Context: an optimization exercise on an open-source flow, tuned for small area and a short achievable clock period. The choices shown serve that exercise and are no tape-out recipe.

==> flow/design.v <==
`timescale 1ns / 1ps
module cordic_stage (clk, reset, X_i, Y_i, Z_i, X_O, Y_O, Z_O);
  input clk;
  input reset;
  input  signed [15:0] X_i;
  input  signed [15:0] Y_i;
  input  signed [15:0] Z_i;
  output signed [15:0] X_O;
  output signed [15:0] Y_O;
  output signed [15:0] Z_O;
  function [15:0] addc;
    input [15:0] a;
    input [15:0] b;
    input        inv;
    input        cin;
    reg   [15:0] bb, p, g, gg, pp, gn, pn;
    integer i, d;
    begin
      bb = b ^ {16{inv}};
      p  = a ^ bb;
      g  = a & bb;
      gg = {g[15:1], g[0] | (p[0] & cin)};
      pp = p;
      for (d = 1; d < 16; d = d * 2) begin
        gn = gg; pn = pp;
        for (i = d; i < 16; i = i + 1) begin
          gn[i] = gg[i] | (pp[i] & gg[i-d]);
          pn[i] = pp[i] & pp[i-d];
        end
        gg = gn; pp = pn;
      end
      addc = p ^ {gg[14:0], cin};
    end
  endfunction
  function [4:0] lowpart;
    input [2:0] w;
    input [3:0] k;
    reg   [3:0] lo;
    begin
      lo = {1'b0, w} + {1'b0, k[2:0]};
      lowpart = {lo[3] & ~k[3], ~lo[3] & k[3], lo[2:0]};
    end
  endfunction
  function [15:0] addlow;
    input [15:0] w;
    input [4:0]  lp;
    reg          ones, zeros;
    integer i;
    begin
      addlow[2:0] = lp[2:0];
      ones = 1'b1; zeros = 1'b1;
      for (i = 3; i < 16; i = i + 1) begin
        addlow[i] = w[i] ^ (lp[4] & ones) ^ (lp[3] & zeros);
        ones  = ones & w[i];
        zeros = zeros & ~w[i];
      end
    end
  endfunction
  reg [16*15-1:0] ws;
  reg [16*15-1:0] vs;
  reg [14:0] q;
  reg [14:0] n;
  reg signed [13:0] z1;
  reg signed [13:0] z2;
  reg signed [12:0] z3;
  reg signed [11:0] z4;
  reg signed [10:0] z5;
  reg signed [9:0] z6;
  reg signed [8:0] z7;
  reg signed [7:0] z8;
  reg signed [6:0] z9;
  reg signed [5:0] z10;
  reg signed [4:0] z11;
  reg signed [3:0] z12;
  reg signed [2:0] z13;
  reg signed [1:0] z14;
  reg        z15;
  reg        zo;
  reg [15:0] xo, yo;
  wire qi = Z_i[15] ^ Z_i[14];
  always @(posedge clk) begin
    ws[15:0] <= X_i ^ {16{qi}};
    vs[15:0] <= Y_i ^ {16{Z_i[15]}};
    q[0]     <= qi;
    n[0]     <= Z_i[14];
    z1       <= {~Z_i[13], Z_i[12:0]};
  end
  wire [13:0] dn = n[13:0];
  wire [13:0] dnext;
  assign dnext[0] = z1[13];
  assign dnext[1] = z2[13];
  assign dnext[2] = z3[12];
  assign dnext[3] = z4[11];
  assign dnext[4] = z5[10];
  assign dnext[5] = z6[9];
  assign dnext[6] = z7[8];
  assign dnext[7] = z8[7];
  assign dnext[8] = z9[6];
  assign dnext[9] = z10[5];
  assign dnext[10] = z11[4];
  assign dnext[11] = z12[3];
  assign dnext[12] = z13[2];
  assign dnext[13] = z14[1];
  genvar j;
  generate
    for (j = 0; j < 14; j = j + 1) begin : it
      wire signed [15:0] w = ws[16*j +: 16];
      wire signed [15:0] v = vs[16*j +: 16];
      always @(posedge clk) begin
        ws[16*(j+1) +: 16] <= addc(w, v >>> j, 1'b1, ~dn[j] ^ q[j]);
        vs[16*(j+1) +: 16] <= addc(v, w >>> j, 1'b0, q[j]) ^ {16{dn[j] ^ (j < 13 ? dnext[j] : 1'b0)}};
        n[j+1]             <= dnext[j];
        q[j+1]             <= q[j];
      end
    end
  endgenerate
  always @(posedge clk) begin
    z2  <= z1[13]   ? z1  + 14'sd4836 : z1  - 14'sd4836;
    z3  <= z2[13]   ? z2  + 14'sd2555 : z2  - 14'sd2555;
    z4  <= z3[12]   ? z3  + 13'sd1297 : z3  - 13'sd1297;
    z5  <= z4[11]   ? z4  + 12'sd651  : z4  - 12'sd651;
    z6  <= z5[10]   ? z5  + 11'sd326  : z5  - 11'sd326;
    z7  <= z6[9]    ? z6  + 10'sd163  : z6  - 10'sd163;
    z8  <= z7[8]    ? z7  + 9'sd81   : z7  - 9'sd81;
    z9  <= z8[7]    ? z8  + 8'sd41   : z8  - 8'sd41;
    z10 <= z9[6]    ? z9  + 7'sd20   : z9  - 7'sd20;
    z11 <= z10[5]   ? z10 + 6'sd10   : z10 - 6'sd10;
    z12 <= z11[4]   ? z11 + 5'sd5    : z11 - 5'sd5;
    z13 <= z12[3]   ? z12 + 4'sd3    : z12 - 4'sd3;
    z14 <= z13[2]   ? z13 + 3'sd1    : z13 - 3'sd1;
    z15 <= z14[1]   ? z14 + 2'sd1    : z14 - 2'sd1;
    zo  <= z15;
  end
  wire [15:0] w14 = ws[16*14 +: 16];
  wire [15:0] v14 = vs[16*14 +: 16];
  wire        d14 = n[14];            
  wire        d15 = z15;              
  wire        qf  = q[14];
  function signed [3:0] step14;
    input [1:0] t;
    input       inv;
    input       qq;
    begin
      step14 = ({{2{t[1]}}, t} ^ {4{inv}}) + {3'd0, inv ^ qq};
    end
  endfunction
  function signed [3:0] step15;
    input signed [3:0] s14;
    input              sgn;
    input              inv;
    input              qq;
    begin
      step15 = s14 + ({4{sgn}} ^ {4{inv}}) + {3'd0, inv ^ qq} + {3'd0, qq};
    end
  endfunction
  function [1:0] sign14_tab;
    input [6:0] idx;
    reg   [4:0] r;
    integer n;
    begin
      sign14_tab = 2'b00;
      for (n = 0; n < 128; n = n + 1)
        if (idx == n) begin
          r = lowpart(n[6:4], step14(n[3:2], n[1], n[0]));
          sign14_tab = r[4:3];
        end
    end
  endfunction
  function [4:0] last_tab;
    input [7:0] idx;
    input       sgn;
    integer n;
    begin
      last_tab = 5'd0;
      for (n = 0; n < 256; n = n + 1)
        if (idx == n)
          last_tab = lowpart(n[7:5], step15(step14(n[4:3], n[2], n[0]), sgn, n[1], n[0]));
    end
  endfunction
  function signbit;
    input [15:0] w;
    input [1:0]  id;
    begin
      signbit = w[15] ^ (id[1] & (&w[14:3])) ^ (id[0] & ~(|w[14:3]));
    end
  endfunction
  wire        w15s = signbit(w14, sign14_tab({w14[2:0], v14[15:14], ~d14, qf}));
  wire        v15s = signbit(v14, sign14_tab({v14[2:0], w14[15:14], d14, qf}));
  wire [7:0]  ix   = {w14[2:0], v14[15:14], ~d14, ~d15, qf};
  wire [7:0]  iy   = {v14[2:0], w14[15:14], d14, d15, qf};
  wire [4:0]  lx0  = last_tab(ix, 1'b0);
  wire [4:0]  lx1  = last_tab(ix, 1'b1);
  wire [4:0]  ly0  = last_tab(iy, 1'b0);
  wire [4:0]  ly1  = last_tab(iy, 1'b1);
  always @(posedge clk) begin
    xo <= addlow(w14, v15s ? lx1 : lx0);
    yo <= addlow(v14, w15s ? ly1 : ly0);
  end
  assign X_O = xo;
  assign Y_O = yo;
  assign Z_O = {16{zo}};
endmodule
make LEC_CHECK=0 CAP_MARGIN=20 CORE_MARGIN=2 CORE_UTILIZATION=40 SETUP_SLACK_MARGIN=0.6 SLEW_MARGIN=20 finish   # period 3.65 ns
run.sh (not shown) runs the stock make flow with config.mk's settings and CLKGATE_MAP_FILE= SYNTH_SCRIPT=/design/flow/synth_recipe.tcl, a recipe that flattens the netlist after the stock synthesis.
The baseline completed without violations.
==> next run, changes <==
- SETUP_SLACK_MARGIN: 0.6 -> not set
What happened:
- via count fell by 0.71%
- area after synthesis does not change
- register-to-register slack got worse by 500 ps
==> next run, changes <==
- SETUP_SLACK_MARGIN: not set -> 1.0
What happened: The new run went through all stages and came out clean; design area rose by 10%; global-route usage rose by 1.0 points; core utilization grows by 4.7 points; fmax came out higher by 19%; register-to-register slack improved by 560 ps; die area is unchanged.
Function was not checked in any run of this note: the RTL went through the layout flow alone.

## afterwards: timing with drivers on the ports
No port has a modelled driver above. Below, the same layouts with a new extraction and two added sets of constraints.
Step 1: set_driving_cell puts a clkbuf_16 on clk and a buf_2 on each other input, an assumption about the parent block.
Step 2 moves the port delays by t, midway between the first and last clock arrival at a register: inputs arrive t later, outputs are due t later. That takes back most of the time a late clock gives input paths.
Three values: ideal, step 1, step 2; two values: the first two.
run | t (ns) | setup slack, ns | hold slack, ns | worst register clock-pin slew, ns | cell pins on the clock port's net
the first run | 0.695 | 0.614 / 0.614 / 0.614 | 0.320 / 0.320 / 0.320 | 0.07 / 0.07 | 1
the second run | 0.700 | 0.119 / 0.119 / 0.119 | 0.324 / 0.324 / 0.324 | 0.06 / 0.06 | 1
the third run | 0.720 | 0.681 / 0.681 / 0.681 | 0.326 / 0.326 / 0.326 | 0.07 / 0.07 | 1
After both steps setup and hold are still met in every run listed.
